Context: an optimization exercise on an open-source flow, tuned for small area. The choices shown serve that exercise and are no tape-out recipe.
In this exercise RTL edits were held to simulation tests only and were not proved equivalent to the original.
Power figures rest on the tool's default switching activity, not on a simulated workload.

## run 1
==> flow/design.v (excerpt) <==
module ALU (
    input i_CLK,
    input i_RSTn,
    input [3:0] i_ALU_FUN,
    input [7:0] i_A,
    input [7:0] i_B,
    input i_Enable,
    output logic [15:0] o_ALU_OUT,
    output logic o_CF,    
    output logic o_OF,    
    output logic o_EF,    
    output logic o_ZF,    
    output logic o_OUT_VALID
);
Size in the first run: ~44 I/O pins.
export LEC_CHECK = 0
export ABC_AREA = 1
export CAP_MARGIN = 20
export CORE_MARGIN = 2
export CORE_UTILIZATION = 30
export CTS_BUF_LIST = sky130_fd_sc_hd__clkbuf_8
export GPL_TIMING_DRIVEN = 0
export SLEW_MARGIN = 20
export BUFFER_PORTS_ARGS = -buffer_cell sky130_fd_sc_hd__buf_1
create_clock -name core_clock -period 15.0 [get_ports {i_CLK}]
standard.sh (not shown) runs the stock make flow with config.mk's settings and CLKGATE_MAP_FILE= SYNTH_SCRIPT=/design/flow/synth_recipe.tcl, a recipe that flattens the netlist after the stock synthesis.
==> flow/flow/run.sh <==
#!/bin/bash
# Standard ORFS layout, with these changes:
#  * after the standard synthesis, fapol.py keeps the multiplier's full and
#    half adder cells (choosing each full adder's polarity so that no
#    inverters sit between adder cells) and turns the other adder cells back
#    into logic; the combinational logic between the registers and the kept
#    adder cells is then re-mapped by ABC with an area-oriented
#    script (deepsyn, then amap); registers and their names are untouched;
#    an output port's bits are then wired straight to their registers
#    (fixports.py) instead of through an alias that needs a buffer;
#  * ports are buffered with buf_1 instead of the default buffer cell.
set -euo pipefail
W=$(pwd)
R=$W/orfs/results/$FLOW_PLATFORM/ALU/base
YOSYS=$FLOW_HOME/../tools/install/yosys/bin/yosys
[ -x "$YOSYS" ] || YOSYS=yosys

echo "export BUFFER_PORTS_ARGS = -buffer_cell sky130_fd_sc_hd__buf_1" >> config.mk

bash standard.sh synth > synth_standard.log 2>&1
cp $R/1_2_yosys.v $W/synth_standard.v
cp $R/1_synth.sdc $W/synth_standard.sdc 2>/dev/null || true

python3 $W/flow/fapol.py $W/synth_standard.v $W/synth_fapol.v > fapol.log 2>&1

LIB=$FLOW_HOME/platforms/$FLOW_PLATFORM/lib/sky130_fd_sc_hd__tt_025C_1v80.lib \
IN=$W/synth_fapol.v SOFT=$W/flow/soft.v OUT=$W/synth_remap.v SCRIPT=$W/flow/remap.abc \
  $YOSYS -c $W/flow/remap.tcl > remap.log 2>&1

python3 $W/flow/fixports.py $W/synth_remap.v $R/1_2_yosys.v > fixports.log 2>&1
rm -f $R/1_synth.odb $R/1_synth.sdc
bash standard.sh synth > synth_odb.log 2>&1
bash standard.sh > flow.log 2>&1
==> flow/flow/remap.abc <==
strash
&get -n
&deepsyn -T 60
&put
dch -f
amap
Other scripts of this flow, unchanged in this note and not shown: flow/flow/fapol.py, flow/flow/fixports.py, flow/flow/remap.tcl, flow/flow/soft.v
Per the final summary, run 1 finished and its layout is clean on timing, DRC and antenna.
Edits applied to the flow inputs when going from run 1 to run 2:
--- a/flow/flow/run.sh
+++ b/flow/flow/run.sh
@@ -7,3 +7,3 @@
 #    adder cells is then re-mapped by ABC with an area-oriented
-#    script (deepsyn, then amap); registers and their names are untouched;
+#    script (deepsyn twice, then amap); registers and their names are untouched;
 #    an output port's bits are then wired straight to their registers
==> flow/flow/remap.abc <==
strash
&get -n
&deepsyn -T 40
&put
strash
dc2
&get -n
&deepsyn -T 40 -S 3
&put
dch -f
amap
Findings:
Across run 2 and run 1, none had a timing, DRC or antenna violation. Re worst hold slack across all endpoints: run 2 is 0.011 ns down on run 1. Changes observed in run 2 relative to run 1: worst-case setup slack after placement rose 0.67 ns; routability congestion estimate from global placement rose 0.0081; routed wire length about even; filler-free cell count of the finished design fell 13. o_ALU_OUT[14] as the worst setup path endpoint was reported by run 1, and o_ALU_OUT[8] by run 2. Compare run 2 and run 1 | number of multi-input combinational cells higher: run 1.
### run 2 -> run 3
Settings: changing CTS_BUF_LIST from sky130_fd_sc_hd__clkbuf_8 to sky130_fd_sc_hd__clkbuf_4 sky130_fd_sc_hd__clkbuf_8; changing CORE_UTILIZATION from 30 to 22.
==> comparison <==
- Relative to run 2, fill cell total of the finished layout increased by 42% in run 3.
- Re power: run 2 was lower than run 3.
- Logic depth of the worst setup path including buffers: run 3 vs run 2 up 1
- Internal power consumption was lower in the run labelled run 2.
- Relative to run 2, the largest vdd supply drop of run 3 is lower by 16%.
- Between run 2 and run 3, share of layout cells above drive strength 1 decreased.
- Number of instances in the placed design is lower on run 2
- The shortest clock period the worst path allows after layout in run 3 sits 0.14 ns below the value recorded for run 2.
- Run 3 ended with more net load switching power than run 2.
- Sort run 3 and run 2 by overall fraction of global-route tracks in use desc -> top: run 2
- Between run 2 and run 3, the final count of pins violating max slew figures differ only marginally.
Relative to run 3, the following input files were edited for run 4:
Settings: CORE_UTILIZATION: 22 -> 30; CTS_BUF_LIST: sky130_fd_sc_hd__clkbuf_4 sky130_fd_sc_hd__clkbuf_8 -> sky130_fd_sc_hd__clkbuf_8; SKIP_INCREMENTAL_REPAIR: unset -> 1.
--- a/flow/flow/run.sh
+++ b/flow/flow/run.sh
@@ -10,3 +10,4 @@
 #    (fixports.py) instead of through an alias that needs a buffer;
-#  * ports are buffered with buf_1 instead of the default buffer cell.
+#  * ports are buffered with buf_1 instead of the default buffer cell;
+#  * no repair after global routing (its parasitics estimate is pessimistic).
 set -euo pipefail
@@ -18,2 +19,3 @@
 echo "export BUFFER_PORTS_ARGS = -buffer_cell sky130_fd_sc_hd__buf_1" >> config.mk
+echo "export SKIP_INCREMENTAL_REPAIR = 1" >> config.mk
 
==> run summary <==
Changes observed in run 4 relative to run 3: first-iteration DRC count saw a decrease, placer congestion estimate saw an increase.
Max multi-input gate share of the layout cell area across run 4 and run 3: run 4
Via count of the first global-routing pass shrinks slightly when moving from run 3 to run 4.
Run 4 had finished all stages when the layout checks came back failing, citing negative setup slack.
[inputs] run 5 vs run 4
Settings: putting CTS_CLUSTER_SIZE at 30 where nothing was set; putting CTS_CLUSTER_DIAMETER at 200 where nothing was set; clearing SKIP_INCREMENTAL_REPAIR, which used to be 1.
--- a/flow/flow/run.sh
+++ b/flow/flow/run.sh
@@ -7,7 +7,6 @@
 #    adder cells is then re-mapped by ABC with an area-oriented
-#    script (deepsyn twice, then amap); registers and their names are untouched;
+#    script (deepsyn, then amap); registers and their names are untouched;
 #    an output port's bits are then wired straight to their registers
 #    (fixports.py) instead of through an alias that needs a buffer;
-#  * ports are buffered with buf_1 instead of the default buffer cell;
-#  * no repair after global routing (its parasitics estimate is pessimistic).
+#  * ports are buffered with buf_1 instead of the default buffer cell.
 set -euo pipefail
@@ -19,3 +18,2 @@
 echo "export BUFFER_PORTS_ARGS = -buffer_cell sky130_fd_sc_hd__buf_1" >> config.mk
-echo "export SKIP_INCREMENTAL_REPAIR = 1" >> config.mk
 
==> flow/flow/remap.abc <==
strash
&get -n
&deepsyn -T 60
&put
dch -f
amap
## What came out
Compared with run 4, run 5 shows a higher buffering stage count on the worst path with inverters included.
Run 5 completed; timing, DRC and antenna clean
Run 5 ended up with a higher first-pass GRT wire length than run 4 did.
Changes observed in run 5 relative to run 4: fill cell total of the finished layout has increased; die width higher; number of clock buffers in the layout now sits at about the same level.
Run 5: detail-routed via count per cell about 1.9% below run 4
Run 5 against run 4; synthesized instance count is up by a few percent.
Run 4 -> run 5: number of antenna cells inserted delta 0, exact match
[run 5] share of the clock period used by the worst path fell 7.8 points relative to run 4
Going from run 4 to run 5, data required time at the worst endpoint grows by 0.06 ns.


ALU, a different RTL version from the one above (not shown whole).
Settings: LEC_CHECK=0, ABC_AREA=1, CAP_MARGIN=20, CORE_MARGIN=2, CORE_UTILIZATION=30, CTS_BUF_LIST=sky130_fd_sc_hd__clkbuf_8, SLEW_MARGIN=20, BUFFER_PORTS_ARGS=-buffer_cell sky130_fd_sc_hd__buf_1; clock period 15.0 ns.
==> flow/flow/run.sh <==
#!/bin/bash
# Standard ORFS layout, with two changes:
#  * after the standard synthesis, the combinational logic between the
#    registers is re-mapped by ABC with an area-oriented
#    script (deepsyn, then amap); registers and their names are untouched;
#  * ports are buffered with buf_1 instead of the default buffer cell.
set -euo pipefail
W=$(pwd)
R=$W/orfs/results/$FLOW_PLATFORM/ALU/base
YOSYS=$FLOW_HOME/../tools/install/yosys/bin/yosys
[ -x "$YOSYS" ] || YOSYS=yosys

echo "export BUFFER_PORTS_ARGS = -buffer_cell sky130_fd_sc_hd__buf_1" >> config.mk

bash standard.sh synth > synth_standard.log 2>&1
cp $R/1_2_yosys.v $W/synth_standard.v
cp $R/1_synth.sdc $W/synth_standard.sdc 2>/dev/null || true

LIB=$FLOW_HOME/platforms/$FLOW_PLATFORM/lib/sky130_fd_sc_hd__tt_025C_1v80.lib \
IN=$W/synth_standard.v OUT=$W/synth_remap.v SCRIPT=$W/flow/remap.abc \
  $YOSYS -c $W/flow/remap.tcl > remap.log 2>&1

cp $W/synth_remap.v $R/1_2_yosys.v
rm -f $R/1_synth.odb $R/1_synth.sdc
bash standard.sh synth > synth_odb.log 2>&1
bash standard.sh > flow.log 2>&1
==> flow/flow/remap.abc <==
strash
&get -n
&deepsyn -T 60
&put
dch -f
amap
==> flow/flow/remap.tcl <==
# Re-map the combinational logic of the standard synthesis netlist with ABC.
yosys -import
set lib $::env(LIB)
read_liberty -ignore_miss_func -overwrite $lib
read_verilog $::env(IN)
hierarchy -top ALU
# cells kept as they are: registers, adders, tie cells
foreach c {dfrtp_1 dfrtp_2 dfrtp_4 dfxtp_1 dfxtp_2 dfxtp_4 conb_1} {
  catch { setattr -mod -set keep_hierarchy 1 sky130_fd_sc_hd__$c }
}
flatten
foreach c {dfrtp_1 dfrtp_2 dfrtp_4 dfxtp_1 dfxtp_2 dfxtp_4 conb_1} {
  catch { blackbox sky130_fd_sc_hd__$c }
}
select ALU
opt -purge
set dont_use {}
foreach c {probe_p_8 probec_p_8 lpflow_bleeder_1 lpflow_clkbufkapwr_1 lpflow_clkbufkapwr_16
  lpflow_clkbufkapwr_2 lpflow_clkbufkapwr_4 lpflow_clkbufkapwr_8 lpflow_clkinvkapwr_1
  lpflow_clkinvkapwr_16 lpflow_clkinvkapwr_2 lpflow_clkinvkapwr_4 lpflow_clkinvkapwr_8
  lpflow_decapkapwr_12 lpflow_decapkapwr_3 lpflow_decapkapwr_4 lpflow_decapkapwr_6
  lpflow_decapkapwr_8 lpflow_inputiso0n_1 lpflow_inputiso0p_1 lpflow_inputiso1n_1
  lpflow_inputiso1p_1 lpflow_inputisolatch_1 lpflow_isobufsrc_1 lpflow_isobufsrc_16
  lpflow_isobufsrc_2 lpflow_isobufsrc_4 lpflow_isobufsrc_8 lpflow_isobufsrckapwr_16
  lpflow_lsbuf_lh_hl_isowell_tap_1 lpflow_lsbuf_lh_hl_isowell_tap_2
  lpflow_lsbuf_lh_hl_isowell_tap_4 lpflow_lsbuf_lh_isowell_4 lpflow_lsbuf_lh_isowell_tap_1
  lpflow_lsbuf_lh_isowell_tap_2 lpflow_lsbuf_lh_isowell_tap_4} {
  lappend dont_use -dont_use sky130_fd_sc_hd__$c
}
abc -script $::env(SCRIPT) -liberty $lib {*}$dont_use
splitnets
opt_clean -purge
hilomap -singleton -hicell sky130_fd_sc_hd__conb_1 HI -locell sky130_fd_sc_hd__conb_1 LO
opt_clean -purge
yosys rename -hide w:*.*
yosys rename -enumerate -pattern rm_%_
insbuf -buf sky130_fd_sc_hd__buf_4 A X
yosys rename -enumerate -pattern rb_%_
read_liberty -lib -overwrite $lib
select ALU
tee -o $::env(OUT).stat stat -liberty $lib
check -assert -mapped
write_verilog -noattr -noexpr -nohex -nodec -selected $::env(OUT)
Rerun with:
--- a/flow/flow/run.sh
+++ b/flow/flow/run.sh
@@ -4,2 +4,2 @@
-#    registers is re-mapped by ABC with an area-oriented
-#    script (deepsyn, then amap); registers and their names are untouched;
+#    registers and adder cells is re-mapped by ABC with an area-oriented
+#    script (registers, full/half adders and all names of registers untouched);
==> flow/flow/remap.abc (replaced) <==
strash
dch
map -a
--- a/flow/flow/remap.tcl
+++ b/flow/flow/remap.tcl
@@ -8 +8 @@
-foreach c {dfrtp_1 dfrtp_2 dfrtp_4 dfxtp_1 dfxtp_2 dfxtp_4 conb_1} {
+foreach c {fa_1 fa_2 fa_4 ha_1 ha_2 ha_4 dfrtp_1 dfrtp_2 dfrtp_4 conb_1} {
@@ -12 +12 @@
-foreach c {dfrtp_1 dfrtp_2 dfrtp_4 dfxtp_1 dfxtp_2 dfxtp_4 conb_1} {
+foreach c {fa_1 fa_2 fa_4 ha_1 ha_2 ha_4 dfrtp_1 dfrtp_2 dfrtp_4 conb_1} {
@@ -33,0 +34 @@
+insbuf -buf sky130_fd_sc_hd__buf_4 A X
@@ -36,3 +37 @@
-yosys rename -enumerate -pattern rm_%_
-insbuf -buf sky130_fd_sc_hd__buf_4 A X
-yosys rename -enumerate -pattern rb_%_
+yosys rename -enumerate
- CORE_UTILIZATION: 30 -> 40
- CTS_BUF_LIST: sky130_fd_sc_hd__clkbuf_8 -> sky130_fd_sc_hd__clkbuf_4
The new run produced a clean layout. Cell area grows by 12%. First-iteration DRC count decreases by 43%. Worst hold slack improves by 0.013 ns. Global-route usage increases by 1.2 points. Worst setup slack is better by 0.29 ns. Die area goes down by 11%. Sequential share of layout area went down by 1.1 points.
Rerun with:
--- a/flow/flow/run.sh
+++ b/flow/flow/run.sh
@@ -4,2 +4,2 @@
-#    registers and adder cells is re-mapped by ABC with an area-oriented
-#    script (registers, full/half adders and all names of registers untouched);
+#    registers is re-mapped by ABC with an area-oriented
+#    script (deepsyn, then amap); registers and their names are untouched;
==> flow/flow/remap.abc (replaced) <==
strash
&get -n
&deepsyn -T 60
&put
dch -f
amap
--- a/flow/flow/remap.tcl
+++ b/flow/flow/remap.tcl
@@ -8 +8 @@
-foreach c {fa_1 fa_2 fa_4 ha_1 ha_2 ha_4 dfrtp_1 dfrtp_2 dfrtp_4 conb_1} {
+foreach c {dfrtp_1 dfrtp_2 dfrtp_4 dfxtp_1 dfxtp_2 dfxtp_4 conb_1} {
@@ -12 +12 @@
-foreach c {fa_1 fa_2 fa_4 ha_1 ha_2 ha_4 dfrtp_1 dfrtp_2 dfrtp_4 conb_1} {
+foreach c {dfrtp_1 dfrtp_2 dfrtp_4 dfxtp_1 dfxtp_2 dfxtp_4 conb_1} {
@@ -34 +33,0 @@
-insbuf -buf sky130_fd_sc_hd__buf_4 A X
@@ -37 +36,3 @@
-yosys rename -enumerate
+yosys rename -enumerate -pattern rm_%_
+insbuf -buf sky130_fd_sc_hd__buf_4 A X
+yosys rename -enumerate -pattern rb_%_
- CORE_UTILIZATION: 40 -> 30
- CTS_BUF_LIST: sky130_fd_sc_hd__clkbuf_4 -> sky130_fd_sc_hd__clkbuf_8
- GPL_TIMING_DRIVEN: not set -> 0
What happened:
- utilization came out lower by 9.0 points
- maximum frequency came out lower by 5.9%
- setup slack gets worse by 0.85 ns
- sequential power came out lower by 3.3%
- synthesized area came out lower by 16%
- via count came out higher by 21%
- die area came out higher by 12%
- total power came out lower by 26%
- cell count came out higher by 16%

## static timing again, ports no longer ideal
How much do the figures lean on ideal ports? The routed layouts below were timed once more, with nothing changed but the port constraints. Step 1 assumes that a clkbuf_16 drives the clock port and a buf_2 every other input. Step 2, shift: input delay + t, output delay - t, t = (earliest + latest rising clock arrival at the registers) / 2. This alone moves slack from input paths to output paths. Slacks: ideal / step 1 / step 2; pairs: ideal / step 1.
| run | t (ns) | setup slack, ns | worst data-port slew with drivers (ns) |
|---|---|---|---|
| run 1 | 0.277 | 1.157 / 1.162 / 0.885 | 0.04 |
| run 2 | 0.277 | 1.126 / 1.132 / 0.855 | 0.04 |
| run 3 | 0.280 | 1.267 / 1.271 / 0.991 | 0.05 |
| run 4 | 0.276 | -0.013 / -0.012 / -0.288 | 0.04 |
| run 5 | 0.277 | 1.157 / 1.162 / 0.885 | 0.04 |
| the first run of note 2 | 0.292 | 1.105 / 1.106 / 0.814 | 0.04 |
| the second run of note 2 | 0.316 | 1.395 / 1.397 / 1.081 | 0.03 |
| the third run of note 2 | 0.290 | 0.547 / 0.550 / 0.260 | 0.04 |
For the second run of note 2, which loses most, drivers alone change the setup slack by +0.002 ns; drivers and shift together by -0.314 ns.
